What follows belongs to an exercise in optimizing a design on an open flow for a short achievable clock period and few clock cycles; a production flow would make more cautious choices. Function was not checked in any run shown here: the RTL went through the layout flow alone. Power figures rest on the tool's default switching activity, not on a simulated workload.

<file path="flow/flow/run.sh">
#!/bin/bash
# Standard layout, with the timing repair aiming at a larger setup margin.
bash standard.sh SETUP_SLACK_MARGIN=5.2 > standard_flow.log 2>&1
</file>
<file path="flow/standard.sh">
#!/bin/bash
# synth_recipe.tcl (not shown) runs the flow's synth.tcl, then flattens the netlist and writes it again
# the make line also repeats each setting of config.mk as NAME=value (left out here)
make -C /OpenROAD-flow-scripts/flow DESIGN_CONFIG=/design/flow/config.mk WORK_HOME=/design/flow/orfs CLKGATE_MAP_FILE= SYNTH_SCRIPT=/design/flow/synth_recipe.tcl "${@:-finish}"
</file>
<file path="flow/config.mk">
export PLATFORM = sky130hd
export DESIGN_NAME = TinyMIPS
export DESIGN_NICKNAME = TinyMIPS
export VERILOG_FILES = /design/flow/design.v
export SDC_FILE = /design/flow/constraint.sdc
export NUM_CORES = 8
export LEC_CHECK = 0
export CAP_MARGIN = 20
export CORE_MARGIN = 2
export CORE_UTILIZATION = 58
export PLACE_DENSITY = 0.72
export SETUP_SLACK_MARGIN = 5
export SLEW_MARGIN = 20
export SYNTH_HIERARCHICAL = 1
</file>
<file path="flow/constraint.sdc">
create_clock -name core_clock -period 8.0 [get_ports {clk}]
set_input_delay 1.6000 -clock core_clock [delete_from_list [all_inputs] [get_ports {clk}]]
set_output_delay 1.6000 -clock core_clock [all_outputs]
set_load 0.01 [all_outputs]
</file>
<file path="flow/design.v">
module TinyMIPS(
    input  wire        clk,
    input  wire        rst,
    input  wire [15:0] data_fromRAM,
    output wire        wrEn,
    output wire [7:0]  addr_toRAM,
    output wire [15:0] data_toRAM
);
    reg  [7:0]  pA;         
    reg  [7:0]  pAi;        
    reg         pWEi;
    reg         pWE;
    reg  [15:0] pDO;
    reg         pF;         
    reg         pH;         
    reg  [15:0] pSD;
    reg  [7:0]  pPC;        
    reg  [7:0]  pNX;        
    reg         pBP;        
    assign addr_toRAM = pA;
    assign wrEn       = pWE;
    assign data_toRAM = pDO;
    reg         rV, rBP;    
    reg         rF;         
    reg  [7:0]  rPC, rPC1, rNX;
    reg         LAbb;
    reg         dropP;      
    reg  [7:0]  LApc, LApc1;
    reg  [5:0]  LAimm;
    reg  [7:0]  fpc;        
    reg         hF;         
    reg         halted;
    reg         bv;         
    reg  [7:0]  bpc, btg;
    reg  [15:0] cv;
    reg  [3:0]  ctag [0:15];
    reg  [15:0] cdat [0:15];
    localparam QW = 52;
    reg  [QW-1:0] Q [0:3];
    reg  [3:0]  qh, qt, qn;
    wire        q_ne  = qn[0];
    wire        q_ge2 = qn[1];
    wire        q_ge3 = qn[2];
    wire        q_full = qn[3];
    reg  [15:0] RF [0:7];
    reg         ev;
    reg         e_wr;       
    reg         e_long;     
    reg  [7:0]  e_av, e_lv;          
    reg         e_srl, e_ld, e_st, e_br, e_beq, e_halt;
    reg  [15:0] eX, eY;
    reg         fxa, fya;   
    reg         fxc, fyc;   
    reg         fxm, fym;   
    reg         fxu, fyu;   
    reg  [5:0]  e_imm;
    reg  [7:0]  e_pc, e_pc1, e_pc2;
    reg         e_ptk, e_rb;     
    reg  [7:0]  e_pn;            
    reg         e_bk;            
    reg  [7:0]  e_alt, e_alt1;   
    reg  [15:0] e_aoh, e_a1oh;   
    reg         bV, b_tk, b_ptk, b_sane, b_bk;
    reg  [7:0]  b_alt;           
    reg  [7:0]  b_pc, b_tgt, b_pc1, b_tgt1, b_pc2;
    reg         b_h0, b_h1;      
    reg  [15:0] b_w0, b_w1;
    reg  [15:0] Rres;       
    reg  [15:0] LR;         
    reg  [7:0]  s1_av, s1_lv;        
    reg         s1_ld;
    reg  [7:0]  s2_lv;               
    reg         s2_ld;
    reg  [7:0]  s3_lv;               
    reg  [7:0]  rselv, dselv, lselv, bxv;
    reg  [15:0] MR0, MR1, MR2, MR3, MR4, MR5;    
    reg  [15:0] SR;                              
    reg  [15:0] M0, M1;                          
    wire [15:0] Xa = fxa ? Rres : eX;
    wire [15:0] Ya = fya ? Rres : eY;
    wire [15:0] Xc = fxc ? Rres : eX;
    wire [15:0] Yc = fyc ? Rres : eY;
    wire [15:0] Xm = fxm ? Rres : eX;
    wire [15:0] Ym = fym ? Rres : eY;
    wire [15:0] Xu = fxu ? Rres : eX;
    wire [15:0] Yu = fyu ? Rres : eY;
    wire [15:0] sum;
    add16m u_sum (.a(Xa), .b(Ya), .s(sum));
    wire        c_eq, c_lt;
    cmp16m u_cmp (.a(Xc), .b(Yc), .eq(c_eq), .lt(c_lt));
    wire        taken = e_beq ? c_eq : c_lt;
    wire        misB  = bV & (~b_sane | (b_tk != b_ptk));
    wire [7:0]  redir  = b_tk ? b_tgt  : b_pc1;
    wire [7:0]  redir1 = b_tk ? b_tgt1 : b_pc2;
    wire        e_ok     = ev & ~misB;
    wire        e_halt_v = e_ok & e_halt;
    wire        e_mem    = e_ok & (e_ld | e_st);
    wire        sq       = misB | e_halt_v;
    wire [7:0]  maddr    = Xm[7:0] + {2'b00, e_imm};
    wire [7:0]  e_tgt, e_tgt1;
    add8m u_et0 (.a(e_pc),  .b({{2{e_imm[5]}}, e_imm}), .s(e_tgt));
    add8m u_et1 (.a(e_pc1), .b({{2{e_imm[5]}}, e_imm}), .s(e_tgt1));
    reg  [15:0] ew0, ew1;
    reg         eh0r, eh1r;
    integer j;
    always @* begin
        ew0 = 16'd0; ew1 = 16'd0; eh0r = 1'b0; eh1r = 1'b0;
        for (j = 0; j < 16; j = j + 1) begin
            ew0  = ew0  | (cdat[j] & {16{e_aoh[j]}});
            ew1  = ew1  | (cdat[j] & {16{e_a1oh[j]}});
            eh0r = eh0r | (e_aoh[j]  & cv[j] & (ctag[j] == e_alt[7:4]));
            eh1r = eh1r | (e_a1oh[j] & cv[j] & (ctag[j] == e_alt1[7:4]));
        end
    end
    wire        eh0 = eh0r & ~(pWEi & (pAi == e_alt));
    wire        eh1 = eh1r & ~(pWEi & (pAi == e_alt1));
    wire [15:0] r0, r1, r2, r3, r4, r5, shres, m0n, m1n;
    mul_e  u_mul_e  (.x(Xu), .y(Yu), .srl(e_srl), .r0(r0), .r1(r1), .r2(r2), .r3(r3),
                     .r4(r4), .r5(r5), .sh(shres));
    mul_e2 u_mul_e2 (.r0(MR0), .r1(MR1), .r2(MR2), .r3(MR3), .r4(MR4), .r5(MR5), .sh(SR),
                     .s(m0n), .c(m1n));
    wire [15:0] mres;
    add16m u_mres (.a(M0), .b(M1), .s(mres));
    wire [15:0] lres = s2_ld ? data_fromRAM : mres;
    wire [15:0] ri = data_fromRAM;
    wire        r_ok = rV & ~LAbb;
    wire        r_bb = r_ok & (ri[15:12] >= 4'd8) & (ri[15:12] <= 4'd10) & ri[5] & ~rBP;
    wire        p_ok = pF & pH & ~LAbb;
    wire        p_bb = p_ok & (pSD[15:12] >= 4'd8) & (pSD[15:12] <= 4'd10) & pSD[5] & ~pBP;
    wire        wr_p = p_ok & ~r_bb;                     
    wire [17:0] r_pd, p_pd;
    predec u_pr (.w(ri),  .pd(r_pd));
    predec u_pp (.w(pSD), .pd(p_pd));
    wire [QW-1:0] a_r = {ri,  rPC, rNX, r_pd, r_bb, rBP};
    wire [QW-1:0] a_p = {pSD, pPC, pNX, p_pd, p_bb, pBP};
    wire [QW-1:0] q0;
    wire [15:0] rx, ry;
    wire        issue, x0, y0;
    wire [7:0]  e_wv = e_av | e_lv;
    dstage #(.QW(QW)) u_d (
        .q0e(Q[0]), .q1e(Q[1]), .q2e(Q[2]), .q3e(Q[3]), .qh(qh), .q_ne(q_ne), .halted(halted),
        .rf({RF[7], RF[6], RF[5], RF[4], RF[3], RF[2], RF[1], RF[0]}),
        .rres(Rres), .lr(LR), .din(data_fromRAM),
        .rselv(rselv), .dselv(dselv), .lselv(lselv), .bxv(bxv),
        .ev(ev), .e_lv(e_lv), .e_wv(e_wv),
        .q0(q0), .rx(rx), .ry(ry), .issue(issue), .x0(x0), .y0(y0));
    wire [15:0] di   = q0[51:36];
    wire [7:0]  d_pc = q0[35:28];
    wire [7:0]  d_pn = q0[27:20];
    wire        d_rb = q0[1];
    wire        d_bp = q0[0];
    wire [3:0]  dop = di[15:12];
    wire [2:0]  da = di[11:9];
    wire        d_add  = (dop == 4'd0);
    wire        d_addi = (dop == 4'd1);
    wire        d_mul  = (dop == 4'd2);
    wire        d_srl  = (dop == 4'd3);
    wire        d_ld   = (dop == 4'd4);
    wire        d_st   = (dop == 4'd5);
    wire        d_cp   = (dop == 4'd6);
    wire        d_cpi  = (dop == 4'd7);
    wire        d_br   = (dop == 4'd8) | (dop == 4'd9) | (dop == 4'd10);
    wire        d_halt = (dop >= 4'd11);
    wire        needx = q0[3];
    wire        needy = q0[2];
    wire        d_wr  = d_add | d_addi | d_cp | d_cpi;
    wire        d_long = d_ld | d_mul | d_srl;
    wire        d_ptk = d_br & (d_rb | d_bp);
    wire [7:0]  d_pc1 = d_pc + 8'd1;
    wire [7:0]  d_pc2 = d_pc + 8'd2;
    wire [7:0]  d_tgt, d_tgt1;
    add8m u_dt0 (.a(d_pc),  .b({{2{di[5]}}, di[5:0]}), .s(d_tgt));
    add8m u_dt1 (.a(d_pc1), .b({{2{di[5]}}, di[5:0]}), .s(d_tgt1));
    wire [3:0]  d_t0 = d_pc[3:0]  + di[3:0];
    wire [3:0]  d_t1 = d_pc1[3:0] + di[3:0];
    wire [7:0]  n_w1 = e_ok ? e_wv : 8'd0;                   
    wire [7:0]  n_l1 = e_ok ? e_lv : 8'd0;                   
    wire [7:0]  n_l2 = s1_lv & ~(e_ok ? e_av : 8'd0);        
    wire        room  = ~(q_full | (q_ge3 & (rV | pF)) | (q_ge2 & rV & pF));
    wire [3:0]  fi    = fpc[3:0];
    wire        hitF  = hF & ~(pWEi & (pAi[3:0] == fi));
    wire        bhit  = bv & (bpc == fpc);
    wire [7:0]  fpc1  = fpc + 8'd1;
    wire [7:0]  fpred = bhit ? btg : fpc1;
    wire        hC = cv[fi] & (ctag[fi] == fpc[7:4]) & ~(rF & (rPC[3:0] == fi));
    wire        hA = cv[fpc1[3:0]] & (ctag[fpc1[3:0]] == fpc1[7:4]) & ~(rF & (rPC[3:0] == fpc1[3:0]));
    wire        hB = cv[btg[3:0]] & (ctag[btg[3:0]] == btg[7:4]) & ~(rF & (rPC[3:0] == btg[3:0]));
    wire [7:0]  LAtgt, la_tgt1;
    add8m u_lat  (.a(LApc),  .b({{2{LAimm[5]}}, LAimm}), .s(LAtgt));
    add8m u_lat1 (.a(LApc1), .b({{2{LAimm[5]}}, LAimm}), .s(la_tgt1));
    wire        bf2 = b_sane & b_h0 & b_h1;
    wire        bf1 = b_sane & b_h0 & ~b_h1;
    wire [7:0]  b_alt1 = b_alt + 8'd1;
    wire [7:0]  b_alt2 = b_alt + 8'd2;
    wire [7:0]  b_alt3 = b_alt + 8'd3;
    wire [7:0]  b_s  = bf2 ? b_alt2 : bf1 ? b_alt1 : redir;
    wire [7:0]  b_s1 = bf2 ? b_alt3 : bf1 ? b_alt2 : redir1;
    reg  [7:0]  nA, nNX, nfpc, nPC;
    reg         nF, nH, nBP, nhF;
    always @* begin
        nA = pAi; nNX = pNX; nfpc = fpc; nPC = pPC;
        nF = 1'b0; nH = 1'b0; nBP = 1'b0; nhF = hC & ~pWEi;
        if (misB) begin
            nA = b_s; nF = 1'b1; nPC = b_s; nNX = b_s1; nfpc = b_s1; nhF = 1'b0;
        end else if (e_halt_v | halted) begin
            nF = 1'b0;
        end else begin
            if (e_mem) nA = maddr;
            if (LAbb) begin
                nhF = 1'b0;
                if (room & ~e_mem) begin
                    nA = LAtgt; nF = 1'b1; nPC = LAtgt; nNX = la_tgt1; nfpc = la_tgt1;
                end else
                    nfpc = LAtgt;
            end else if (room & hitF) begin
                nF = 1'b1; nH = 1'b1; nPC = fpc; nNX = fpred; nfpc = fpred; nBP = bhit;
                nhF = (bhit ? hB : hA) & ~pWEi;
            end else if (room & ~e_mem) begin
                nA = fpc; nF = 1'b1; nPC = fpc; nNX = fpred; nfpc = fpred; nBP = bhit;
                nhF = (bhit ? hB : hA) & ~pWEi;
            end
        end
    end
    wire [17:0] b0_pd, b1_pd;
    predec u_pb0 (.w(b_w0), .pd(b0_pd));
    predec u_pb1 (.w(b_w1), .pd(b1_pd));
    wire [QW-1:0] a_b0 = {b_w0, b_alt,  b_alt1, b0_pd, 2'b00};
    wire [QW-1:0] a_b1 = {b_w1, b_alt1, b_alt2, b1_pd, 2'b00};
    wire        rsel = r_ok & ~misB;
    wire [QW-1:0] A0 = rsel ? a_r : (misB ? a_b0 : a_p);
    wire [QW-1:0] A1 = misB ? a_b1 : a_p;
    wire [1:0]  am  = misB ? {bf2, bf1} : e_halt_v ? 2'd0 :
                      {r_ok & p_ok, r_ok ^ p_ok};
    wire        drop = dropP & ~sq;                      
    wire [3:0]  nqh = sq ? qt : issue ? {qh[2:0], qh[3]} : qh;
    wire [3:0]  nqt = drop ? {qt[0], qt[3:1]} :
                      am[1] ? {qt[1:0], qt[3:2]} : am[0] ? {qt[2:0], qt[3]} : qt;
    wire [3:0]  qn1 = sq ? 4'd0 : issue ? {1'b0, qn[3:1]} : qn;
    wire [3:0]  nqn = drop ? {1'b0, qn1[3:1]} :
                      am[1] ? {qn1[1:0], 2'b11} : am[0] ? {qn1[2:0], 1'b1} : qn1;
    wire [3:0]  qt1 = {qt[2:0], qt[3]};
    always @(posedge clk) begin
        if (rst) begin
            pA  <= 8'd0;
            pWE <= 1'b0;
        end else begin
            pA  <= nA;
            pWE <= e_mem & e_st;
        end
        pDO <= Ym;
    end
    always @(posedge clk or posedge rst) begin
        if (rst) begin
            pAi  <= 8'd0;
            pWEi <= 1'b0;
        end else begin
            pAi  <= nA;
            pWEi <= e_mem & e_st;
        end
    end
    integer i, r;
    always @(posedge clk) begin
        if (rst) begin
            pF <= 1'b1; pH <= 1'b0; pPC <= 8'd0; pNX <= 8'd1; pBP <= 1'b0;
            rV <= 1'b0; rF <= 1'b0; LAbb <= 1'b0; dropP <= 1'b0;
            fpc <= 8'd1; hF <= 1'b0; halted <= 1'b0; bv <= 1'b0;
            cv <= 16'd0;
            qh <= 4'd1; qt <= 4'd1; qn <= 4'd0;
            ev <= 1'b0; bV <= 1'b0;
            s1_av <= 8'd0; s1_lv <= 8'd0; s2_lv <= 8'd0; s3_lv <= 8'd0;
            rselv <= 8'd0; dselv <= 8'd0; lselv <= 8'd0; bxv <= 8'd0;
        end else begin
            pF <= nF; pH <= nH; pPC <= nPC; pNX <= nNX; pBP <= nBP;
            fpc <= nfpc; hF <= nhF;
            qh <= nqh; qt <= nqt; qn <= nqn;
            rV <= pF & ~pH & ~sq & ~LAbb;
            rF <= pF & ~pH;
            LAbb <= (r_bb | (wr_p & p_bb)) & ~sq;
            dropP <= r_bb & p_ok & ~sq;
            if (rF) cv[rPC[3:0]] <= 1'b1;
            if (pWEi) cv[pAi[3:0]] <= 1'b0;
            ev <= issue & ~sq;
            bV <= e_ok & ~e_halt;
            if (e_halt_v) halted <= 1'b1;
            if (bV & b_tk & b_bk) bv <= 1'b1;
            s1_av <= e_ok ? e_av : 8'd0;
            s1_lv <= e_ok ? e_lv : 8'd0;
            s2_lv <= s1_lv & ~(e_ok ? e_av : 8'd0);
            s3_lv <= s2_lv;
            rselv <= n_w1;
            dselv <= ~n_w1 & (s1_ld ? n_l2 : 8'd0);
            lselv <= ~n_w1 & ~n_l2 & s2_lv;
            bxv   <= n_l1 | (~n_w1 & (s1_ld ? 8'd0 : n_l2));
        end
    end
    always @(posedge clk) begin
        pSD <= cdat[fi];
        rPC <= pPC;
        rPC1 <= pPC + 8'd1;
        rNX <= pNX;
        rBP <= pBP;
        if (rF) begin
            cdat[rPC[3:0]] <= data_fromRAM;
            ctag[rPC[3:0]] <= rPC[7:4];
        end
        if (r_bb) begin
            LApc <= rPC; LApc1 <= rPC1; LAimm <= ri[5:0];
        end else begin
            LApc <= pPC; LApc1 <= pPC + 8'd1; LAimm <= pSD[5:0];
        end
        if (bV & b_tk & b_bk) begin
            bpc <= b_pc; btg <= b_tgt;
        end
        for (i = 0; i < 4; i = i + 1) begin
            if ((misB | ~q_full) & qt[i])
                Q[i] <= A0;
            else if ((misB | ~q_ge3) & qt1[i])
                Q[i] <= A1;
        end
        e_wr   <= d_wr;
        e_long <= d_long;
        e_av   <= d_wr   ? (8'd1 << da) : 8'd0;
        e_lv   <= d_long ? (8'd1 << da) : 8'd0;
        e_srl  <= d_srl;
        e_ld   <= d_ld;
        e_st   <= d_st;
        e_br   <= d_br;
        e_beq  <= (dop == 4'd8);
        e_halt <= d_halt;
        eX     <= d_cpi ? {7'd0, di[8:0]} : rx;
        eY     <= d_addi ? {{10{di[5]}}, di[5:0]} : (d_cp | d_cpi) ? 16'd0 : ry;
        fxa    <= needx & x0 & d_wr;
        fya    <= needy & y0 & d_wr;
        fxc    <= needx & x0 & d_br;
        fyc    <= needy & y0 & d_br;
        fxm    <= needx & x0 & (d_ld | d_st);
        fym    <= needy & y0 & d_st;
        fxu    <= needx & x0 & (d_mul | d_srl);
        fyu    <= needy & y0 & (d_mul | d_srl);
        e_imm  <= di[5:0];
        e_bk   <= di[5];
        e_pc   <= d_pc;
        e_pc1  <= d_pc1;
        e_pc2  <= d_pc2;
        e_ptk  <= d_ptk;
        e_rb   <= d_rb;
        e_pn   <= d_pn;
        e_alt  <= d_ptk ? d_pc1 : d_tgt;
        e_alt1 <= d_ptk ? d_pc2 : d_tgt1;
        e_aoh  <= 16'd1 << (d_ptk ? d_pc1[3:0] : d_t0);
        e_a1oh <= 16'd1 << (d_ptk ? d_pc2[3:0] : d_t1);
        b_tk   <= e_br & taken;
        b_ptk  <= e_ptk;
        b_alt  <= e_alt;
        b_sane <= e_rb | (e_ptk ? (e_pn == e_tgt) : (e_pn == e_pc1));
        b_bk   <= e_br & e_bk;
        b_pc   <= e_pc;
        b_tgt  <= e_tgt;
        b_pc1  <= e_pc1;
        b_tgt1 <= e_tgt1;
        b_pc2  <= e_pc2;
        b_h0   <= eh0;
        b_h1   <= eh1;
        b_w0   <= ew0;
        b_w1   <= ew1;
        Rres <= sum;
        s1_ld <= e_ld;
        s2_ld <= s1_ld;
        MR0 <= r0; MR1 <= r1; MR2 <= r2; MR3 <= r3; MR4 <= r4; MR5 <= r5;
        SR  <= shres;
        M0  <= m0n; M1 <= m1n;
        LR <= lres;
        for (r = 0; r < 8; r = r + 1) begin
            if (s3_lv[r]) RF[r] <= LR;
            if (s1_av[r]) RF[r] <= Rres;
        end
    end
endmodule
module add16m(input wire [15:0] a, input wire [15:0] b, output wire [15:0] s);
    reg [15:0] g, p;
    integer i, k;
    always @* begin
        g = a & b;
        p = a ^ b;
        for (k = 1; k < 16; k = k * 2)
            for (i = 15; i >= k; i = i - 1) begin
                g[i] = g[i] | (p[i] & g[i-k]);
                p[i] = p[i] & p[i-k];
            end
    end
    assign s = (a ^ b) ^ {g[14:0], 1'b0};
endmodule
module cmp16m(input wire [15:0] a, input wire [15:0] b, output wire eq, output wire lt);
    reg [15:0] g, p;
    integer i, k;
    always @* begin
        g = ~a & b;
        p = ~(a ^ b);
        for (k = 1; k < 16; k = k * 2)
            for (i = 15; i >= k; i = i - 1) begin
                g[i] = g[i] | (p[i] & g[i-k]);
                p[i] = p[i] & p[i-k];
            end
    end
    assign lt = g[15];
    assign eq = (a == b);
endmodule
module mul_e(input wire [15:0] x, input wire [15:0] y, input wire srl,
             output wire [15:0] r0, output wire [15:0] r1, output wire [15:0] r2,
             output wire [15:0] r3, output wire [15:0] r4, output wire [15:0] r5,
             output wire [15:0] sh);
    wire [16:0] yb = {y, 1'b0};
    wire [15:0] pp [0:7];
    wire [15:0] pk;
    genvar g;
    generate
        for (g = 0; g < 8; g = g + 1) begin : booth
            wire one = ~srl & (yb[2*g+1] ^ yb[2*g]);
            wire two = ~srl & ((yb[2*g+2] & ~yb[2*g+1] & ~yb[2*g]) | (~yb[2*g+2] & yb[2*g+1] & yb[2*g]));
            wire neg = ~srl & yb[2*g+2];
            wire [15:0] m  = two ? {x[14:0], 1'b0} : one ? x : 16'd0;
            wire [15:0] mm = neg ? ~m : m;
            assign pp[g] = mm << (2*g);
            assign pk[2*g]   = neg;
            assign pk[2*g+1] = 1'b0;
        end
    endgenerate
    assign r0 = pp[0] ^ pp[1] ^ pp[2];
    assign r1 = ((pp[0] & pp[1]) | (pp[0] & pp[2]) | (pp[1] & pp[2])) << 1;
    assign r2 = pp[3] ^ pp[4] ^ pp[5];
    assign r3 = ((pp[3] & pp[4]) | (pp[3] & pp[5]) | (pp[4] & pp[5])) << 1;
    assign r4 = pp[6] ^ pp[7] ^ pk;
    assign r5 = ((pp[6] & pp[7]) | (pp[6] & pk) | (pp[7] & pk)) << 1;
    wire        zero = (|y[15:6]) | y[4];
    wire [15:0] shr = x >> y[3:0];
    wire [15:0] shl = x << y[3:0];
    assign sh = (srl & ~zero) ? (y[5] ? shl : shr) : 16'd0;
endmodule
module mul_e2(input wire [15:0] r0, input wire [15:0] r1, input wire [15:0] r2,
              input wire [15:0] r3, input wire [15:0] r4, input wire [15:0] r5,
              input wire [15:0] sh, output wire [15:0] s, output wire [15:0] c);
    wire [15:0] a0 = r0 ^ r1 ^ r2;
    wire [15:0] b0 = ((r0 & r1) | (r0 & r2) | (r1 & r2)) << 1;
    wire [15:0] a1 = r3 ^ r4 ^ r5;
    wire [15:0] b1 = ((r3 & r4) | (r3 & r5) | (r4 & r5)) << 1;
    wire [15:0] a2 = a0 ^ b0 ^ a1;
    wire [15:0] b2 = ((a0 & b0) | (a0 & a1) | (b0 & a1)) << 1;
    assign s = (a2 ^ b2 ^ b1) | sh;
    assign c = ((a2 & b2) | (a2 & b1) | (b2 & b1)) << 1;
endmodule
module add8m(input wire [7:0] a, input wire [7:0] b, output wire [7:0] s);
    reg [7:0] g, p;
    integer i, k;
    always @* begin
        g = a & b;
        p = a ^ b;
        for (k = 1; k < 8; k = k * 2)
            for (i = 7; i >= k; i = i - 1) begin
                g[i] = g[i] | (p[i] & g[i-k]);
                p[i] = p[i] & p[i-k];
            end
    end
    assign s = (a ^ b) ^ {g[6:0], 1'b0};
endmodule
module predec(input wire [15:0] w, output wire [17:0] pd);
    wire [3:0] op = w[15:12];
    wire [7:0] fa = 8'd1 << w[11:9];
    wire [7:0] fb = 8'd1 << w[8:6];
    wire [7:0] fc = 8'd1 << w[5:3];
    wire       ab = (op == 4'd8) | (op == 4'd9);
    wire       ya = (op == 4'd5) | (op == 4'd10);
    wire       br = ab | (op == 4'd10);
    wire [7:0] xoh = ab ? fa : fb;
    wire [7:0] yoh = ya ? fa : ab ? fb : fc;
    wire       nx = (op != 4'd7) & (op <= 4'd10);
    wire       ny = (op == 4'd0) | (op == 4'd2) | (op == 4'd3) | (op == 4'd5) | br;
    assign pd = {xoh, yoh, nx, ny};
endmodule
module dstage #(parameter QW = 52) (
    input  wire [QW-1:0] q0e, q1e, q2e, q3e,
    input  wire [3:0]    qh,
    input  wire          q_ne, halted,
    input  wire [127:0]  rf,
    input  wire [15:0]   rres, lr, din,
    input  wire [7:0]    rselv, dselv, lselv, bxv,
    input  wire          ev,
    input  wire [7:0]    e_lv, e_wv,
    output wire [QW-1:0] q0,
    output wire [15:0]   rx, ry,
    output wire          issue, x0, y0);
    assign q0 = ({QW{qh[0]}} & q0e) | ({QW{qh[1]}} & q1e) |
                ({QW{qh[2]}} & q2e) | ({QW{qh[3]}} & q3e);
    wire [7:0]  xs = q0[19:12];      
    wire [7:0]  ys = q0[11:4];
    wire        needx = q0[3];
    wire        needy = q0[2];
    wire [7:0]  w0   = ev ? e_wv : 8'd0;
    wire [7:0]  busy = ev ? (e_lv | (~e_wv & bxv)) : bxv;
    wire        xstall = needx & |(busy & xs);
    wire        ystall = needy & |(busy & ys);
    assign issue = q_ne & ~xstall & ~ystall & ~halted;
    assign x0 = |(xs & w0);
    assign y0 = |(ys & w0);
    reg  [15:0] rfx, rfy;
    integer r;
    always @* begin
        rfx = 16'd0; rfy = 16'd0;
        for (r = 0; r < 8; r = r + 1) begin
            rfx = rfx | (rf[16*r +: 16] & {16{xs[r]}});
            rfy = rfy | (rf[16*r +: 16] & {16{ys[r]}});
        end
    end
    wire        xr = |(xs & rselv);
    wire        yr = |(ys & rselv);
    wire        xd = |(xs & dselv);
    wire        yd = |(ys & dselv);
    wire        xl = |(xs & lselv);
    wire        yl = |(ys & lselv);
    wire [15:0] rx1 = xr ? rres : xl ? lr : rfx;
    wire [15:0] ry1 = yr ? rres : yl ? lr : rfy;
    assign rx = xd ? din : rx1;
    assign ry = yd ? din : ry1;
endmodule
</file>
==> run_results.csv, run 1 <==
group,metric,value,unit
power_and_ir_drop,pwr_density_cell,506,nW/µm²
yosys,synth_commonest_cells,"edfxtp_1, dfxtp_1, nand2_1",
yosys,syn_area,72500,µm²
cts,htree_num_levels,4,
cts,clk_pin_slew,0.06,ns
yosys,avgSynthCellArea,10.8,µm²
worst_setup_path,path_cells,"buf_16 > a22oi_2 > nand2_4 > ha_4 > xor2_4 > buf_6 > ha_4 > nor2b_4 > o31a_1 > or4b_1 > nand3_1 > nand2_1 > nand2_1",
drt,post_drt_via_cell_ratio,7.04,
placement,io_buffers,42,
worst_setup_path,worstPathRequired,8.72,ns
power_and_ir_drop,power.internal,23.0,mW
yosys,yosysSeqAreaShare,0.457,
yosys,synthArstFlopShare,0.00683,
yosys,synth_edf_count,672,
yosys,synth_seq_cells,1317,
sta,hold_violations,0,
cells_and_area,nFillCells,9027,
placement,gp_congestion,0.971,
yosys,yosysMostFrequentCell,"edfxtp_1",
cells_and_area,nets,6900,
placement,dp_hpwl,158,mm
worst_setup_path,critPathCaptureType,"register",
worst_setup_path,critPathArrivalTime,3.68,ns
worst_setup_path,cp-start-kind,"register",
drt,dr_total_vias,59300,
power_and_ir_drop,power_frac_clock,0.157,
worst_setup_path,slowest_stage,"or4b_1",
drt,first_pass_iters,13,
die,die_area,128000,µm²
die,die-height,358,µm
sta,rsz0062_at_grt,"true",
global_routing,grt_pass1_vias,54500,
yosys,synth_top_area_frac,0.278,
power_and_ir_drop,p_leak,30.8,nW
cts,insertion_delay,0.80,ns
sta,worst_pin_slew,1.38,ns
global_routing,track_usage,0.385,
drt,wl_per_cell,30.6,µm
die,core_area,124000,µm²
die,die_w,358,µm
drt,route.final.wire_length,258,mm
cts,cts_max_path_buffers,3,
sta,setup_viol_count_final,0,
cells_and_area,syn_to_final_growth,13.8,%
run,maxCapViolCount,0,
drt,drtAntennaViolNets,0,
sta,timing.hold.ws,0.337,ns
yosys,yosysWarnings,16,
cts,cts_sinks,1317,
cells_and_area,drive_above_1_share,0.216,
power_and_ir_drop,sw_frac_of_total,0.449,
global_routing,grt_pass1_wl,364,mm
die,initial_core_util,0.586,
global_routing,grt_max_degree,78,
yosys,syn_inst,6700,
yosys,synth.area.top_cells,"edfxtp_1, dfxtp_1, mux2_2",
sta,clock_skew,0.0287,ns
yosys,synth_top_area_cell,"edfxtp_1",
global_routing,antenna_found_initial,12,
global_routing,grt.overflow.total,0,
sta,min_period,2.96,ns
power_and_ir_drop,p_comb_frac,0.553,
drt,drc_errors,0,
cts,postCtsHoldBufs,0,
hold_path,hold_class,"register to register",
worst_setup_path,critPathMaxStageDelay,0.48,ns
run_status,status,"complete, no violations",
cts,root_buffer,"clkbuf_16",
sta,slew_headroom,0.0763,
sta,setup_tns,0,ns
yosys,synth_cell_types,109,
power_and_ir_drop,switching_power,18.7,mW
sta,fmax,0.338,GHz
die,io_pins,43,
power_and_ir_drop,power_frac_seq,0.290,
cts,numCtsBuffers,142,
cells_and_area,fin_util,0.666,
worst_setup_path,crit_fanout,6,
sta,fin_crit_sh,0.370,
yosys,dominantRegCellSynth,"edfxtp_1",
worst_setup_path,criticalPathCategory,"register to register",
cts,cts_tree,"built",
sta,maxSlewViolCount,0,
die,rows,129,
power_and_ir_drop,max-vdd-ir-drop,0.321,mV
drt,drtIter0Drc,9672,
routing by layer:
metal  track usage  routed length, µm
met4         0.177              14700
met5             0                115
met3         0.121              38500
met1         0.537              97100
met2         0.548             107000
cell families after synthesis:
group           synth area share
xor+xnor                  0.0423
compound gates             0.151
fa+ha+maj                 0.0469
simple gates               0.116
flops                      0.457
mux                        0.141
buf+inv                   0.0454
other cells             0.000104
flip-flops by register name, summed over array words and instances (netlist names), 16 cells and up, named ones only:
| signal | flops |
|---|---|
| pDO | 16 |
| Rres | 16 |
| M0 | 16 |
| MR4 | 16 |
| eX | 16 |
| ctag | 64 |
| e_a1oh | 16 |
| pSD | 16 |
| b_w0 | 16 |
| cv | 16 |
| eY | 16 |
| SR | 16 |
| MR1 | 16 |
| MR2 | 16 |
| MR0 | 16 |
| MR3 | 16 |
| cdat | 256 |
| Q | 208 |
| b_w1 | 16 |
| e_aoh | 16 |
| MR5 | 16 |
| LR | 16 |
| RF | 128 |
| M1 | 16 |
per-stage QoR:
step                setup WS (ns)  power, mW  cells  cell area, µm²
floorplan                    4.73       25.5   6738           73000
global placement             3.36       31.1   7923           73300
detailed placement           3.26       31.6   7923           73300
CTS                          5.02       39.3   8292           80100
global route                 5.00       43.5   8421           82500
finish                       5.04       41.8   8429           82500
Yosys stat by module (local to each module, per instance), a selection:
module,copies in the design,cells inside,flip-flops and latches,area (µm²)
cmp16m,1,57,0,392
TinyMIPS,1,4396,1317,55500
add16m,2,91,0,694
add8m,6,42,0,324
predec,4,73,0,556
mul_e2,1,94,0,1410
mul_e,1,834,0,5480
layout make-up:
cell class                      instances  area [µm²]  share of cell area
Inverter                              117         475             0.00576
Multi-Input combinational cell       4725       37900               0.460
Clock buffer                          195        4000              0.0485
Sequential cell                      1317       33300               0.403
Timing Repair inverter                  3        20.0            0.000243
Clock inverter                         60         557             0.00675
Antenna cell                            8        20.0            0.000243
Tap cell                             1637        2050              0.0248
Timing Repair Buffer                  367        4210              0.0510
cell usage in the layout (no fill, tap or decap), drive strengths merged, types with 169 or more instances in the layout:
cell    netlist  layout
edfxtp      672     672
mux2        335     342
o21ai       245     245
nor2        530     530
xor2        175     175
buf         256     328
nand2       576     578
a22oi       290     290
clkbuf      338     214
xnor2       169     169
mux2i       263     263
dfxtp       636     636
a21oi       326     326
worst paths after layout:
check / startpoint / end / slack (ns) / depth (start not counted)
min in group asynchronous: rst / pWEi / 1.34 / 3
max: qh[2] / e_alt1[6] / 5.04 / 13
max reg2reg: qh[2] / e_alt1[6] / 5.04 / 13
min reg2reg: e_pc2[4] / b_pc2[4] / 0.34 / 0
max in group asynchronous: rst / pAi[7] / 6.38 / 3
min: e_pc2[4] / b_pc2[4] / 0.34 / 0
worst max-delay path: cells and delay by family, from the launching register on:
family	cells	cell delay [ns]
xor+xnor	1	0.26
fa+ha+maj	2	0.42
compound gates	2	0.52
buf+inv	2	0.31
simple gates	6	0.98
flops	1	0.38
what timing repair did:
item                       in CTS  in global routing
setup endpoints to repair     692                320
gates cloned                   24                 22
resized for setup             380                262
pin swaps                      58                 77
setup buffers                  90                107
power groups by stage:
stage | registers [mW] | clock network, mW | logic [mW]
after global routing | 12.2 | 6.82 | 24.5
after CTS | 11.9 | 6.56 | 20.8
after detailed placement | 12.0 | 0 | 19.5
after global placement | 12.0 | 0 | 19.1
final | 12.1 | 6.56 | 23.1
after floorplan | 10.6 | 0 | 14.9
==> run 2, diff against run 1 <==
--- a/flow/design.v
+++ b/flow/design.v
@@ -28,4 +28,8 @@
     reg  [7:0]  LApc, LApc1;
     reg  [5:0]  LAimm;
+    reg  [15:0] LAoh, LA1oh;     
+    reg         L2v, L2h;
+    reg  [7:0]  L2t, L2t1;
+    reg  [15:0] L2w0, L2w1;
     reg  [7:0]  fpc;        
     reg         hF;         
@@ -189,4 +193,20 @@
     add8m u_lat  (.a(LApc),  .b({{2{LAimm[5]}}, LAimm}), .s(LAtgt));
     add8m u_lat1 (.a(LApc1), .b({{2{LAimm[5]}}, LAimm}), .s(la_tgt1));
+    reg  [15:0] lw0, lw1;
+    reg         lh0r, lh1r;
+    integer jl;
+    always @* begin
+        lw0 = 16'd0; lw1 = 16'd0; lh0r = 1'b0; lh1r = 1'b0;
+        for (jl = 0; jl < 16; jl = jl + 1) begin
+            lw0  = lw0  | (cdat[jl] & {16{LAoh[jl]}});
+            lw1  = lw1  | (cdat[jl] & {16{LA1oh[jl]}});
+            lh0r = lh0r | (LAoh[jl]  & cv[jl] & (ctag[jl] == LAtgt[7:4]));
+            lh1r = lh1r | (LA1oh[jl] & cv[jl] & (ctag[jl] == la_tgt1[7:4]));
+        end
+    end
+    wire        lhit = lh0r & lh1r & ~(pWEi & ((pAi == LAtgt) | (pAi == la_tgt1)));
+    wire        l2f  = L2v & L2h & ~sq & ~q_ge3 & ~(pWEi & ((pAi == L2t) | (pAi == L2t1)));
+    wire [7:0]  L2t2 = L2t1 + 8'd1;
+    wire [7:0]  L2t3 = L2t1 + 8'd2;
     wire        bf2 = b_sane & b_h0 & b_h1;
     wire        bf1 = b_sane & b_h0 & ~b_h1;
@@ -207,5 +227,11 @@
         end else begin
             if (e_mem) nA = maddr;
-            if (LAbb) begin
+            if (l2f) begin
+                nhF = 1'b0;
+                if (room & ~e_mem) begin
+                    nA = L2t2; nF = 1'b1; nPC = L2t2; nNX = L2t3; nfpc = L2t3;
+                end else
+                    nfpc = L2t2;
+            end else if (LAbb) begin
                 nhF = 1'b0;
                 if (room & ~e_mem) begin
@@ -228,7 +254,12 @@
     wire [QW-1:0] a_b1 = {b_w1, b_alt1, b_alt2, b1_pd, 2'b00};
     wire        rsel = r_ok & ~misB;
-    wire [QW-1:0] A0 = rsel ? a_r : (misB ? a_b0 : a_p);
-    wire [QW-1:0] A1 = misB ? a_b1 : a_p;
-    wire [1:0]  am  = misB ? {bf2, bf1} : e_halt_v ? 2'd0 :
+    wire [17:0] l0_pd, l1_pd;
+    predec u_pl0 (.w(L2w0), .pd(l0_pd));
+    predec u_pl1 (.w(L2w1), .pd(l1_pd));
+    wire [QW-1:0] a_l0 = {L2w0, L2t,  L2t1, l0_pd, 2'b00};
+    wire [QW-1:0] a_l1 = {L2w1, L2t1, L2t2, l1_pd, 2'b00};
+    wire [QW-1:0] A0 = rsel ? a_r : (misB ? a_b0 : L2v ? a_l0 : a_p);
+    wire [QW-1:0] A1 = misB ? a_b1 : L2v ? a_l1 : a_p;
+    wire [1:0]  am  = misB ? {bf2, bf1} : e_halt_v ? 2'd0 : l2f ? 2'd2 :
                       {r_ok & p_ok, r_ok ^ p_ok};
     wire        drop = dropP & ~sq;                      
@@ -263,5 +294,5 @@
         if (rst) begin
             pF <= 1'b1; pH <= 1'b0; pPC <= 8'd0; pNX <= 8'd1; pBP <= 1'b0;
-            rV <= 1'b0; rF <= 1'b0; LAbb <= 1'b0; dropP <= 1'b0;
+            rV <= 1'b0; rF <= 1'b0; LAbb <= 1'b0; dropP <= 1'b0; L2v <= 1'b0;
             fpc <= 8'd1; hF <= 1'b0; halted <= 1'b0; bv <= 1'b0;
             cv <= 16'd0;
@@ -274,5 +305,7 @@
             fpc <= nfpc; hF <= nhF;
             qh <= nqh; qt <= nqt; qn <= nqn;
-            rV <= pF & ~pH & ~sq & ~LAbb;
+            rV <= pF & ~pH & ~sq & ~LAbb & ~l2f;
+            L2v <= LAbb & ~sq;
+            L2h <= lhit;
             rF <= pF & ~pH;
             LAbb <= (r_bb | (wr_p & p_bb)) & ~sq;
@@ -296,4 +329,5 @@
     always @(posedge clk) begin
         pSD <= cdat[fi];
+        L2t <= LAtgt; L2t1 <= la_tgt1; L2w0 <= lw0; L2w1 <= lw1;
         rPC <= pPC;
         rPC1 <= pPC + 8'd1;
@@ -306,6 +340,10 @@
         if (r_bb) begin
             LApc <= rPC; LApc1 <= rPC1; LAimm <= ri[5:0];
+            LAoh  <= 16'd1 << (rPC[3:0] + ri[3:0]);
+            LA1oh <= 16'd1 << (rPC1[3:0] + ri[3:0]);
         end else begin
             LApc <= pPC; LApc1 <= pPC + 8'd1; LAimm <= pSD[5:0];
+            LAoh  <= 16'd1 << (pPC[3:0] + pSD[3:0]);
+            LA1oh <= 16'd1 << (pPC[3:0] + pSD[3:0] + 4'd1);
         end
         if (bV & b_tk & b_bk) begin
==> flow/flow/run.sh (replaced) <==
#!/bin/bash
# Standard layout, with the timing repair aiming at a larger setup margin.
bash standard.sh SETUP_SLACK_MARGIN=5.25 > standard_flow.log 2>&1
==> run 2 against run 1 <==
  * Sequential share of layout area is 3.9 points lower
  * Cell count is 20% higher
  * Non-clock buffer count is 201 higher
  * Core utilization is 1.4 points higher
  * Routed wire length is 35% higher
  * Total power is 22% higher
  * Clock power is 13% higher
  * Fmax is 14% lower
  * Register-to-register slack worse by 0.50 ns
  * Flip-flop and latch count is 82 higher
==> run_results.csv, run 2 <==
group,metric,value,unit
cells_and_area,fin_util,0.680,
sta,slew_headroom,0.160,
worst_setup_path,crit_path_start,"LAimm[0]",
cts,postCtsHoldBufs,0,
sta,setup_viol_count_final,0,
yosys,synth_top_area_frac,0.246,
drt,drc_errors,0,
placement,io_buffers,42,
power_and_ir_drop,max-vdd-ir-drop,0.454,mV
placement,placed_area,83300,µm²
global_routing,grt_max_degree,89,
global_routing,grt.overflow.total,0,
yosys,synth_top_area_cell,"edfxtp_1",
placement,dp_hpwl,203,mm
placement,gp_congestion,1.04,
yosys,avgSynthCellArea,10.2,µm²
yosys,yosysWarnings,16,
yosys,syn_inst,8074,
sta,worst_pin_slew,1.26,ns
sta,maxSlewViolCount,0,
yosys,dominantRegCellSynth,"dfxtp_1",
power_and_ir_drop,power_frac_clock,0.146,
cells_and_area,nFillCells,10300,
cells_and_area,nets,8300,
cells_and_area,final_cell_mix,"edfxtp_1, nand2_1, dfxtp_1",
cts,numCtsBuffers,150,
yosys,synth_commonest_cells,"dfxtp_1, nand2_1, edfxtp_1",
worst_setup_path,slowest_stage,"or4b_4",
sta,min_period,3.46,ns
worst_setup_path,critPathMaxStageDelay,0.51,ns
global_routing,grt_pass1_vias,68800,
worst_setup_path,worstReg2RegEnd,"L2h",
cts,cts_tree,"built",
global_routing,grt_pass1_wl,477,mm
drt,drtAntennaViolNets,0,
worst_setup_path,crit_cells,14,
drt,post_drt_via_cell_ratio,7.48,
worst_setup_path,criticalPathCategory,"register to register",
drt,first_pass_iters,14,
worst_setup_path,crit_fanout,6,
yosys,synth_seq_cells,1399,
yosys,yosysMostFrequentCell,"dfxtp_1",
worst_setup_path,ff2ff_path_depth,14,
yosys,syn_area,82300,µm²
run,maxCapViolCount,0,
die,rows,138,
yosys,synth.area.top_cells,"edfxtp_1, dfxtp_1, mux2_2",
power_and_ir_drop,pwr_density_cell,528,nW/µm²
yosys,synth_cell_types,113,
placement,pre_cts_slack,3.16,ns
cts,insertion_delay,0.85,ns
power_and_ir_drop,switching_power,23.9,mW
global_routing,track_usage,0.447,
sta,fin_crit_sh,0.432,
power_and_ir_drop,p_comb_frac,0.595,
drt,drtIter0Drc,14900,
cts,root_buffer,"clkbuf_16",
die,die_area,145000,µm²
worst_setup_path,cp-start-kind,"register",
sta,setup_tns,0,ns
worst_setup_path,worstPathRequired,8.56,ns
yosys,synth_edf_count,673,
sta,fin_ws,4.54,ns
yosys,synthArstFlopShare,0.00643,
die,io_pins,43,
power_and_ir_drop,power.internal,26.9,mW
cells_and_area,final_common_cell,"edfxtp_1",
worst_setup_path,r2r_start,"LAimm[0]",
cts,cts_max_path_buffers,3,
die,initial_core_util,0.583,
cts,clk_pin_slew,0.06,ns
cells_and_area,drive_above_1_share,0.236,
worst_setup_path,path_cells,"ha_4 > inv_2 > fa_2 > nor2b_4 > o31a_1 > or4b_4 > nand3_4 > clkinvlp_4 > o2111ai_2 > a2111oi_0 > nor4_1 > nand4_1 > nand2_2 > a21oi_2",
drt,route.final.wire_length,348,mm
cells_and_area,syn_to_final_growth,16.8,%
power_and_ir_drop,sw_frac_of_total,0.470,
run_status,status,"complete, no violations",
cts,cts_sinks,1399,
sta,clock_skew,0.0451,ns
power_and_ir_drop,power_frac_seq,0.259,
die,die_w,381,µm
sta,fmax,0.289,GHz
cells_and_area,largest_reg_flops,256,
cts,htree_num_levels,4,
worst_setup_path,critPathCaptureType,"register",
sta,hold_violations,0,
global_routing,antenna_found_initial,21,
yosys,yosysSeqAreaShare,0.423,
drt,wl_per_cell,34.5,µm
power_and_ir_drop,p_leak,35.4,nW
worst_setup_path,critPathArrivalTime,4.02,ns
worst_setup_path,r2r_slack,4.54,ns
die,core_area,141000,µm²
hold_path,hold_class,"register to register",
die,die-height,381,µm
worst_setup_path,cpLargestDelayFamily,"simple AND/OR/NAND/NOR gates",
sta,rsz0062_at_grt,"true",
drt,dr_total_vias,75400,
worst_setup_path,cp_num_buf_inv,2,
worst_setup_path,crit_end,"L2h",
cells_and_area,final_area,96100,µm²
[run 2: per-layer routing]
| layer | routed length (µm) | GRT usage |
|---|---|---|
| met5 | 348 | 0.00496 |
| met1 | 123000 | 0.600 |
| met4 | 27000 | 0.248 |
| met3 | 61100 | 0.178 |
| met2 | 137000 | 0.613 |
[run 2: stage by stage]
stage	hold WS [ns]	instances	power [mW]
5_1_grt	0.328	10100	52.3
4_1_cts	0.311	9904	46.4
6_report	0.310	10100	50.8
2_1_floorplan	0.310	8112	28.8
3_5_place_dp	0.312	9421	36.4
3_3_place_gp	0.312	9421	35.9
[run 2: layout make-up]
cell class | count | area, µm² | area share
diodes | 6 | 15.0 | 0.000156
flip-flops and latches | 1399 | 35000 | 0.364
clock inverters | 61 | 701 | 0.00729
clock buffers | 216 | 4530 | 0.0471
repair buffers | 568 | 6620 | 0.0689
repair inverters | 4 | 25.0 | 0.000260
multi-input cells | 5801 | 46300 | 0.481
inverters | 134 | 592 | 0.00616
well taps | 1890 | 2360 | 0.0246
[run 2: power groups by stage]
| stage | Sequential, mW | Clock, mW | Combinational (mW) |
|---|---|---|---|
| floorplan | 11.2 | 0 | 17.6 |
| global placement | 12.9 | 0 | 23.0 |
| detailed placement | 12.9 | 0 | 23.5 |
| CTS | 12.8 | 7.37 | 26.3 |
| global route | 13.2 | 7.65 | 31.4 |
| finish | 13.2 | 7.40 | 30.2 |
[run 2: cell families (layout without fill, tap and decap cells)]
logic type | count (synthesis) | count (layout) | synth area share
AOI/OAI and AO/OA | 2154 | 2157 | 0.184
xor gates and xnor gates | 497 | 497 | 0.0533
adders and majority gates | 239 | 239 | 0.0439
buffers and inverters | 935 | 983 | 0.0515
DFF | 1399 | 1399 | 0.423
muxes | 744 | 754 | 0.120
other | 2 | 46 | 0.0000913
and+or+nand+nor | 2104 | 2114 | 0.124
[run 2: worst reg2reg max path, cell delays in order, from the launching register on]
cell and delay, ns:
dfxtp_4 0.40, ha_4 0.19, inv_2 0.05, fa_2 0.23, nor2b_4 0.05, o31a_1 0.32, or4b_4 0.51, nand3_4 0.20
clkinvlp_4 0.24, o2111ai_2 0.27, a2111oi_0 0.09, nor4_1 0.26, nand4_1 0.15, nand2_2 0.18, a21oi_2 0.04
[run 2: how the worst min path moves through the flow]
stage,start,to,slack (ns),depth (start not counted)
6_report,e_pc2[7],b_pc2[7],0.31,0
5_1_grt,e_pc2[7],b_pc2[7],0.33,0
4_1_cts,e_pc2[7],b_pc2[7],0.31,0
3_5_place_dp,e_pc2[1],b_pc2[1],0.31,0
3_3_place_gp,e_pc2[7],b_pc2[7],0.31,0
2_1_floorplan,e_pc2[1],b_pc2[1],0.31,0
[run 2: modules after synthesis, one instance, submodules excluded, a selection]
| module | times used | cell area [µm²] | cells inside | flip-flops and latches |
|---|---|---|---|---|
| TinyMIPS | 1 | 64200 | 5624 | 1399 |
| add16m | 2 | 694 | 91 | 0 |
| add8m | 6 | 324 | 42 | 0 |
| cmp16m | 1 | 392 | 57 | 0 |
| mul_e | 1 | 5480 | 834 | 0 |
| mul_e2 | 1 | 1410 | 94 | 0 |
| predec | 6 | 556 | 73 | 0 |
[run 2: timing repair]
item                                    CTS  global route
cloned                                   42            33
setup buffers                           164           136
endpoints found under the setup margin  799           593
gates resized for setup                 629           410
pin swaps                                94           149
==> run 3, diff against run 2 <==
--- a/flow/design.v
+++ b/flow/design.v
@@ -28,8 +28,7 @@
     reg  [7:0]  LApc, LApc1;
     reg  [5:0]  LAimm;
-    reg  [15:0] LAoh, LA1oh;     
-    reg         L2v, L2h;
+    reg         L2v;
     reg  [7:0]  L2t, L2t1;
-    reg  [15:0] L2w0, L2w1;
+    reg  [15:0] L2oh, L2oh1;    
     reg  [7:0]  fpc;        
     reg         hF;         
@@ -199,12 +198,12 @@
         lw0 = 16'd0; lw1 = 16'd0; lh0r = 1'b0; lh1r = 1'b0;
         for (jl = 0; jl < 16; jl = jl + 1) begin
-            lw0  = lw0  | (cdat[jl] & {16{LAoh[jl]}});
-            lw1  = lw1  | (cdat[jl] & {16{LA1oh[jl]}});
-            lh0r = lh0r | (LAoh[jl]  & cv[jl] & (ctag[jl] == LAtgt[7:4]));
-            lh1r = lh1r | (LA1oh[jl] & cv[jl] & (ctag[jl] == la_tgt1[7:4]));
+            lw0  = lw0  | (cdat[jl] & {16{L2oh[jl]}});
+            lw1  = lw1  | (cdat[jl] & {16{L2oh1[jl]}});
+            lh0r = lh0r | (L2oh[jl]  & cv[jl] & (ctag[jl] == L2t[7:4]));
+            lh1r = lh1r | (L2oh1[jl] & cv[jl] & (ctag[jl] == L2t1[7:4]));
         end
     end
-    wire        lhit = lh0r & lh1r & ~(pWEi & ((pAi == LAtgt) | (pAi == la_tgt1)));
-    wire        l2f  = L2v & L2h & ~sq & ~q_ge3 & ~(pWEi & ((pAi == L2t) | (pAi == L2t1)));
+    wire        l2f  = L2v & lh0r & lh1r & ~sq & ~q_ge3 &
+                       ~(pWEi & ((pAi == L2t) | (pAi == L2t1)));
     wire [7:0]  L2t2 = L2t1 + 8'd1;
     wire [7:0]  L2t3 = L2t1 + 8'd2;
@@ -255,8 +254,8 @@
     wire        rsel = r_ok & ~misB;
     wire [17:0] l0_pd, l1_pd;
-    predec u_pl0 (.w(L2w0), .pd(l0_pd));
-    predec u_pl1 (.w(L2w1), .pd(l1_pd));
-    wire [QW-1:0] a_l0 = {L2w0, L2t,  L2t1, l0_pd, 2'b00};
-    wire [QW-1:0] a_l1 = {L2w1, L2t1, L2t2, l1_pd, 2'b00};
+    predec u_pl0 (.w(lw0), .pd(l0_pd));
+    predec u_pl1 (.w(lw1), .pd(l1_pd));
+    wire [QW-1:0] a_l0 = {lw0, L2t,  L2t1, l0_pd, 2'b00};
+    wire [QW-1:0] a_l1 = {lw1, L2t1, L2t2, l1_pd, 2'b00};
     wire [QW-1:0] A0 = rsel ? a_r : (misB ? a_b0 : L2v ? a_l0 : a_p);
     wire [QW-1:0] A1 = misB ? a_b1 : L2v ? a_l1 : a_p;
@@ -307,5 +306,4 @@
             rV <= pF & ~pH & ~sq & ~LAbb & ~l2f;
             L2v <= LAbb & ~sq;
-            L2h <= lhit;
             rF <= pF & ~pH;
             LAbb <= (r_bb | (wr_p & p_bb)) & ~sq;
@@ -329,5 +327,7 @@
     always @(posedge clk) begin
         pSD <= cdat[fi];
-        L2t <= LAtgt; L2t1 <= la_tgt1; L2w0 <= lw0; L2w1 <= lw1;
+        L2t <= LAtgt; L2t1 <= la_tgt1;
+        L2oh  <= 16'd1 << LAtgt[3:0];
+        L2oh1 <= 16'd1 << la_tgt1[3:0];
         rPC <= pPC;
         rPC1 <= pPC + 8'd1;
@@ -340,10 +340,6 @@
         if (r_bb) begin
             LApc <= rPC; LApc1 <= rPC1; LAimm <= ri[5:0];
-            LAoh  <= 16'd1 << (rPC[3:0] + ri[3:0]);
-            LA1oh <= 16'd1 << (rPC1[3:0] + ri[3:0]);
         end else begin
             LApc <= pPC; LApc1 <= pPC + 8'd1; LAimm <= pSD[5:0];
-            LAoh  <= 16'd1 << (pPC[3:0] + pSD[3:0]);
-            LA1oh <= 16'd1 << (pPC[3:0] + pSD[3:0] + 4'd1);
         end
         if (bV & b_tk & b_bk) begin
==> run 3 against run 2 <==
  * Largest power group unchanged
  * Clock-buffer cell count decreased by 3
  * Largest cell class unchanged
  * Sequential share of layout area decreased by 0.40 points
  * Total power decreased by 4.6%
  * Highest routed layer unchanged
==> run_results.csv, run 3 <==
group,metric,value,unit
drt,first_pass_iters,17,
yosys,synth_commonest_cells,"dfxtp_1, edfxtp_1, nand2_1",
placement,placed_area,81600,µm²
worst_setup_path,cp-start-kind,"register",
global_routing,grt.overflow.total,0,
yosys,synthMuxAreaShare,0.128,
power_and_ir_drop,p_leak,35.3,nW
power_and_ir_drop,sw_frac_of_total,0.476,
yosys,synth_simple_gate_area_frac,0.127,
global_routing,grt_max_degree,84,
yosys,avgSynthCellArea,10.3,µm²
drt,wirelength_met1,122,mm
worst_setup_path,critPathCaptureType,"register",
cells_and_area,drive_above_1_share,0.256,
yosys,synth_seq_cells,1366,
placement,dp_hpwl,208,mm
cells_and_area,final_common_cell,"edfxtp_1",
cells_and_area,largest_reg_flops,256,
sta,fmax,0.301,GHz
run_status,status,"complete, no violations",
drt,routed.top_layer,"met5",
yosys,yosysWarnings,16,
drt,drtIter0Drc,15700,
cts,root_buffer,"clkbuf_16",
yosys,synth_cell_types,113,
cts,cts_max_path_buffers,3,
sta,maxSlewViolCount,0,
worst_setup_path,worstPathRequired,8.51,ns
global_routing,antenna_found_initial,19,
cts,htree_num_levels,4,
cts,cts_tree,"built",
yosys,synthArstFlopShare,0.00659,
yosys,synth_edf_count,672,
yosys,synth_top_area_cell,"edfxtp_1",
cells_and_area,final_cell_mix,"edfxtp_1, dfxtp_1, nand2_1",
drt,post_drt_via_cell_ratio,7.52,
drt,wl_met2,138,mm
power_and_ir_drop,pwr_density_cell,508,nW/µm²
yosys,dominantRegCellSynth,"dfxtp_1",
cts,insertion_delay,0.83,ns
die,die_w,377,µm
drt,route.final.wire_length,353,mm
drt,drtAntennaViolNets,0,
placement,placedCellCount,9213,
die,initial_core_util,0.582,
yosys,synth_compound_area_frac,0.176,
sta,worst_pin_slew,1.27,ns
power_and_ir_drop,max-vdd-ir-drop,0.403,mV
global_routing,grt_pass1_vias,68900,
sta,hold_violations,0,
yosys,yosysMostFrequentCell,"dfxtp_1",
sta,slew_headroom,0.145,
worst_setup_path,crit_fanout,7,
cells_and_area,nets,8220,
global_routing,track_usage,0.469,
cts,postCtsHoldBufs,0,
yosys,synthXorXnorAreaFrac,0.0517,
cells_and_area,syn_to_final_growth,17.9,%
drt,dr_wl_met3,63.8,mm
placement,gp_congestion,1.03,
sta,clock_skew,0.0479,ns
power_and_ir_drop,switching_power,23.1,mW
cts,cts_sinks,1366,
yosys,synth_top_area_frac,0.250,
die,rows,137,
sta,timing.hold.ws,0.315,ns
yosys,yosysSeqAreaShare,0.422,
sta,setup_viol_count_final,0,
sta,rsz0062_at_grt,"true",
power_and_ir_drop,power_frac_seq,0.259,
drt,drc_errors,0,
cells_and_area,final_area,95400,µm²
worst_setup_path,criticalPathCategory,"register to register",
cts,numCtsBuffers,149,
yosys,synth.area.top_cells,"edfxtp_1, dfxtp_1, mux4_2",
hold_path,hold_class,"register to register",
sta,fin_crit_sh,0.415,
cts,clk_pin_slew,0.06,ns
yosys,syn_inst,7876,
global_routing,grt_pass1_wl,485,mm
run,maxCapViolCount,0,
die,core_area,139000,µm²
drt,dr_total_vias,75200,
yosys,syn_area,80900,µm²
power_and_ir_drop,power.internal,25.4,mW
power_and_ir_drop,p_comb_frac,0.596,
worst_setup_path,critPathArrivalTime,3.83,ns
die,die_area,142000,µm²
yosys,synth_adder_area_share,0.0424,
cells_and_area,final_cell_count_no_fill,10000,
sta,min_period,3.32,ns
placement,io_buffers,42,
drt,wl_per_cell,35.3,µm
sta,setup_tns,0,ns
die,io_pins,43,
die,die-height,377,µm
power_and_ir_drop,power_frac_clock,0.144,
yosys,synth_top_family_by_area,"compound AO/OA/AOI/OAI gates",
## run 3: changes by cell type after synthesis, sizes merged, moves of 24 or more
cell	previous run	this run
dfxtp	717	685
a22oi	297	388
a21oi	392	363
nand2	712	617
a22o	268	221
o21ai	463	384
nor2	503	578
a221oi	276	234
clkbuf	494	457
nor3	97	136
and3	42	66
## run 3: worst paths after layout
check	from	endpoint	slack [ns]	cells past startpoint
worst max-delay path	L2oh[0]	Q[2][10]	4.68	18
max in group asynchronous	rst	pAi[3]	6.32	4
worst min register to register	e_pc2[4]	b_pc2[4]	0.31	0
worst min-delay path	e_pc2[4]	b_pc2[4]	0.31	0
worst max register to register	L2oh[0]	Q[2][10]	4.68	18
min in group asynchronous	rst	pAi[2]	1.30	4
## run 3: cells by family (layout without fill, tap and decap cells)
group,count (synthesis),in the layout
buffers and inverters,916,1089
DFF,1366,1366
xor gates and xnor gates,474,474
other,2,53
adders and majority gates,226,226
muxes,778,785
AOI/OAI and AO/OA,2010,2016
and+or+nand+nor,2104,2116
## run 3: power groups by stage
stage	Clock (mW)	Sequential [mW]	Combinational (mW)
2_1_floorplan	0	11.0	16.6
3_3_place_gp	0	12.4	22.4
3_5_place_dp	0	12.5	22.8
4_1_cts	6.93	12.3	25.5
5_1_grt	7.22	12.6	29.9
6_report	6.98	12.6	28.9
## run 3: layer usage
metal,GRT usage,vias up
li1,-,29800
met1,0.605,35800
met2,0.641,7505
met3,0.217,2079
met4,0.270,20
met5,0.0106,-
## run 3: area by class of cell
type                    count  area (µm²)
diodes                     13        32.5
clock buffers             213        4220
clock inverters            59         657
fillers                  9895       43600
inverters                 130         547
multi-input cells        5657       45900
flip-flops and latches   1366       34300
well taps                1876        2350
repair buffers            685        7310
repair inverters            2        10.0
## run 3: modules after synthesis (local to each module, per instance), a selection
module	cells inside	copies in the design	flip-flops and latches	area, µm²
TinyMIPS	5426	1	1366	62800
add16m	91	2	0	694
add8m	42	6	0	324
cmp16m	57	1	0	392
mul_e	834	1	0	5480
mul_e2	94	1	0	1410
predec	73	6	0	556
## run 3: worst max-delay path: stages (launching register included)
cell	delay, ns
dfxtp_4	0.36
buf_12	0.14
buf_12	0.13
a22o_1	0.21
a221oi_2	0.17
nand4_1	0.26
buf_4	0.25
buf_6	0.11
buf_6	0.12
inv_6	0.06
a31oi_4	0.08
buf_12	0.16
mux2_4	0.31
a21oi_4	0.19
nor2_4	0.06
a21oi_2	0.14
o21ai_2	0.10
nand2_1	0.08
o21ai_1	0.07
## run 3: what timing repair did
| item | CTS | global route |
|---|---|---|
| gates resized for setup | 768 | 359 |
| pin swaps | 149 | 137 |
| setup buffers | 328 | 113 |
| setup endpoints to repair | 799 | 589 |
| cloned | 35 | 26 |
## run 3: stage by stage
step                      total power [mW]   util  setup slack [ns]
final                                 48.4  0.686              4.68
after floorplan                       27.5      -              4.78
after CTS                             44.7  0.664              4.83
after global routing                  49.8  0.686              4.66
after global placement                34.9  0.587              3.67
after detailed placement              35.3  0.587              3.58
==> run 4, diff against run 3 <==
--- a/flow/design.v
+++ b/flow/design.v
@@ -39,5 +39,5 @@
     reg  [3:0]  ctag [0:15];
     reg  [15:0] cdat [0:15];
-    localparam QW = 52;
+    localparam QW = 60;
     reg  [QW-1:0] Q [0:3];
     reg  [3:0]  qh, qt, qn;
@@ -100,5 +100,6 @@
     wire        e_mem    = e_ok & (e_ld | e_st);
     wire        sq       = misB | e_halt_v;
-    wire [7:0]  maddr    = Xm[7:0] + {2'b00, e_imm};
+    wire [7:0]  maddr;
+    add8m u_maddr (.a(Xm[7:0]), .b({2'b00, e_imm}), .s(maddr));
     wire [7:0]  e_tgt, e_tgt1;
     add8m u_et0 (.a(e_pc),  .b({{2{e_imm[5]}}, e_imm}), .s(e_tgt));
@@ -135,6 +136,6 @@
     predec u_pr (.w(ri),  .pd(r_pd));
     predec u_pp (.w(pSD), .pd(p_pd));
-    wire [QW-1:0] a_r = {ri,  rPC, rNX, r_pd, r_bb, rBP};
-    wire [QW-1:0] a_p = {pSD, pPC, pNX, p_pd, p_bb, pBP};
+    wire [QW-1:0] a_r = {rPC1,       ri,  rPC, rNX, r_pd, r_bb, rBP};
+    wire [QW-1:0] a_p = {pPC + 8'd1, pSD, pPC, pNX, p_pd, p_bb, pBP};
     wire [QW-1:0] q0;
     wire [15:0] rx, ry;
@@ -170,6 +171,6 @@
     wire        d_long = d_ld | d_mul | d_srl;
     wire        d_ptk = d_br & (d_rb | d_bp);
-    wire [7:0]  d_pc1 = d_pc + 8'd1;
-    wire [7:0]  d_pc2 = d_pc + 8'd2;
+    wire [7:0]  d_pc1 = q0[59:52];
+    wire [7:0]  d_pc2 = d_pc1 + 8'd1;
     wire [7:0]  d_tgt, d_tgt1;
     add8m u_dt0 (.a(d_pc),  .b({{2{di[5]}}, di[5:0]}), .s(d_tgt));
@@ -250,12 +251,12 @@
     predec u_pb0 (.w(b_w0), .pd(b0_pd));
     predec u_pb1 (.w(b_w1), .pd(b1_pd));
-    wire [QW-1:0] a_b0 = {b_w0, b_alt,  b_alt1, b0_pd, 2'b00};
-    wire [QW-1:0] a_b1 = {b_w1, b_alt1, b_alt2, b1_pd, 2'b00};
+    wire [QW-1:0] a_b0 = {b_alt1, b_w0, b_alt,  b_alt1, b0_pd, 2'b00};
+    wire [QW-1:0] a_b1 = {b_alt2, b_w1, b_alt1, b_alt2, b1_pd, 2'b00};
     wire        rsel = r_ok & ~misB;
     wire [17:0] l0_pd, l1_pd;
     predec u_pl0 (.w(lw0), .pd(l0_pd));
     predec u_pl1 (.w(lw1), .pd(l1_pd));
-    wire [QW-1:0] a_l0 = {lw0, L2t,  L2t1, l0_pd, 2'b00};
-    wire [QW-1:0] a_l1 = {lw1, L2t1, L2t2, l1_pd, 2'b00};
+    wire [QW-1:0] a_l0 = {L2t1, lw0, L2t,  L2t1, l0_pd, 2'b00};
+    wire [QW-1:0] a_l1 = {L2t2, lw1, L2t1, L2t2, l1_pd, 2'b00};
     wire [QW-1:0] A0 = rsel ? a_r : (misB ? a_b0 : L2v ? a_l0 : a_p);
     wire [QW-1:0] A1 = misB ? a_b1 : L2v ? a_l1 : a_p;
==> run 4 against run 3 <==
  * Core utilization decreased by 0.13 points
  * Critical path type unchanged
  * Die area up 2.2%
  * Still clean on timing, DRC and antenna
  * Sequential power hardly changed
  * Largest cell class unchanged
  * Combinational power decreased by 8.0%
==> run_results.csv, run 4 <==
group,metric,value,unit
run_status,status,"complete, no violations",
worst_setup_path,crit_path_start,"L2oh[12]",
sta,worst_pin_slew,1.34,ns
cts,root_buffer,"clkbuf_16",
cts,clk_pin_slew,0.07,ns
power_and_ir_drop,pwr_density_cell,480,nW/µm²
cells_and_area,largest_reg_flops,256,
hold_path,hold_class,"register to register",
die,initial_core_util,0.584,
worst_setup_path,critPathCaptureType,"register",
cells_and_area,final_common_cell,"edfxtp_1",
cts,htree_num_levels,4,
placement,gp_congestion,1.02,
global_routing,grt_max_degree,87,
worst_setup_path,r2r_slack,4.77,ns
cts,insertion_delay,0.81,ns
cells_and_area,final_area,97000,µm²
run,maxCapViolCount,0,
sta,timing.hold.ws,0.317,ns
yosys,synth_top_area_frac,0.256,
power_and_ir_drop,p_leak,36.0,nW
cells_and_area,final_cell_count_no_fill,10200,
sta,setup_tns,0,ns
sta,rsz0062_at_grt,"true",
cts,cts_sinks,1400,
power_and_ir_drop,max-vdd-ir-drop,0.383,mV
placement,placed_area,83500,µm²
yosys,synth.area.top_cells,"edfxtp_1, dfxtp_1, mux4_2",
global_routing,antenna_found_initial,21,
worst_setup_path,criticalPathCategory,"register to register",
hold_path,hold_start,"e_pc2[3]",
cells_and_area,drive_above_1_share,0.249,
yosys,synth_cell_types,114,
drt,dr_total_vias,75400,
worst_setup_path,r2r_start,"L2oh[12]",
sta,maxSlewViolCount,0,
yosys,synthArstFlopShare,0.00643,
placement,dp_hpwl,218,mm
drt,drc_errors,0,
sta,hold_violations,0,
sta,min_period,3.23,ns
die,die_area,146000,µm²
yosys,synth_top_area_cell,"edfxtp_1",
worst_setup_path,critPathArrivalTime,3.75,ns
sta,setup_viol_count_final,0,
worst_setup_path,cp-start-kind,"register",
cells_and_area,nets,8413,
sta,fmax,0.309,GHz
yosys,syn_area,82700,µm²
yosys,synth_seq_cells,1400,
global_routing,track_usage,0.471,
worst_setup_path,worstPathRequired,8.52,ns
yosys,dominantRegCellSynth,"edfxtp_1",
drt,first_pass_iters,15,
drt,post_drt_via_cell_ratio,7.39,
drt,drtAntennaViolNets,0,
worst_setup_path,ff2ff_path_depth,13,
yosys,syn_inst,8080,
yosys,yosysSeqAreaShare,0.425,
yosys,synth_edf_count,704,
cts,numCtsBuffers,152,
die,rows,138,
yosys,avgSynthCellArea,10.2,µm²
placement,io_buffers,42,
worst_setup_path,crit_fanout,17,
sta,fin_crit_sh,0.404,
worst_setup_path,crit_end,"Q[2][10]",
sta,fin_ws,4.77,ns
power_and_ir_drop,fin_total_pwr,46.5,mW
drt,wl_per_cell,35.4,µm
die,die-height,382,µm
## run 4: worst min-delay path by stage
stage	to	slack [ns]	depth (start not counted)
2_1_floorplan	b_pc2[0]	0.31	0
3_3_place_gp	b_pc2[4]	0.31	0
3_5_place_dp	b_pc2[3]	0.32	0
4_1_cts	b_pc2[3]	0.31	0
5_1_grt	b_pc2[3]	0.33	0
6_report	b_pc2[3]	0.32	0
## run 4: final cells by class
type                       instances  area (µm²)
clock inverter                    74         826
tap                             1890        2360
fill                           10500       44600
timing repair inverter             2        12.5
multi-input combinational       5809       46300
sequential                      1400       35300
clock buffer                     210        4370
timing repair buffer             681        7160
antenna                            7        17.5
inverter                         138         573
## run 4: power breakdown
part | internal, mW | switching (mW) | leakage [nW] | total [mW]
combinational | 10.6 | 16.0 | 21.0 | 26.6
clock | 4.19 | 3.15 | 2.53 | 7.35
sequential | 10.0 | 2.58 | 12.4 | 12.6
total | 24.8 | 21.7 | 36.0 | 46.5
## run 4: cells by family after synthesis
kind of cell             count (synthesis)  share of synthesized area
AO/OA/AOI/OAI                         2110                      0.180
XOR/XNOR                               472                     0.0504
adder cells (fa/ha/maj)                226                     0.0415
buffers and inverters                  940                     0.0511
flip-flops                            1400                      0.425
multiplexers                           774                      0.125
other                                    3                   0.000136
AND/OR/NAND/NOR                       2155                      0.127
## run 4: per-module statistics from Yosys, one instance, submodules excluded, excerpt
module	flip-flops and latches	times used	cell area, µm²	cells
mul_e	0	1	5480	834
TinyMIPS	1400	1	64200	5564
mul_e2	0	1	1410	94
cmp16m	0	1	392	57
add8m	0	7	324	42
predec	0	6	556	73
add16m	0	2	694	91
## run 4: layer usage
layer / wire length (µm) / global-route usage / vias up
li1: - / - / 30600
met1: 130000 / 0.635 / 36200
met2: 142000 / 0.640 / 6916
met3: 63100 / 0.204 / 1673
met4: 25300 / 0.238 / 30
met5: 335 / 0.00265 / -
## run 4: repair_timing
item	in CTS	in global routing
setup buffers	346	91
setup endpoints to repair	803	525
resized for setup	818	336
pin swaps	223	126
cloned	33	17
## run 4: critical path, cell delays in order (launching register included)
cell and delay [ns]:
dfxtp_4 0.67, a22oi_1 0.13, and3_1 0.22, nand4_1 0.23, and4bb_2 0.30, a31oi_4 0.16, buf_12 0.16, mux2_2 0.34
a21oi_2 0.15, nor2_2 0.08, a21oi_2 0.14, o21ai_2 0.10, nand2_1 0.10, o21ai_1 0.07
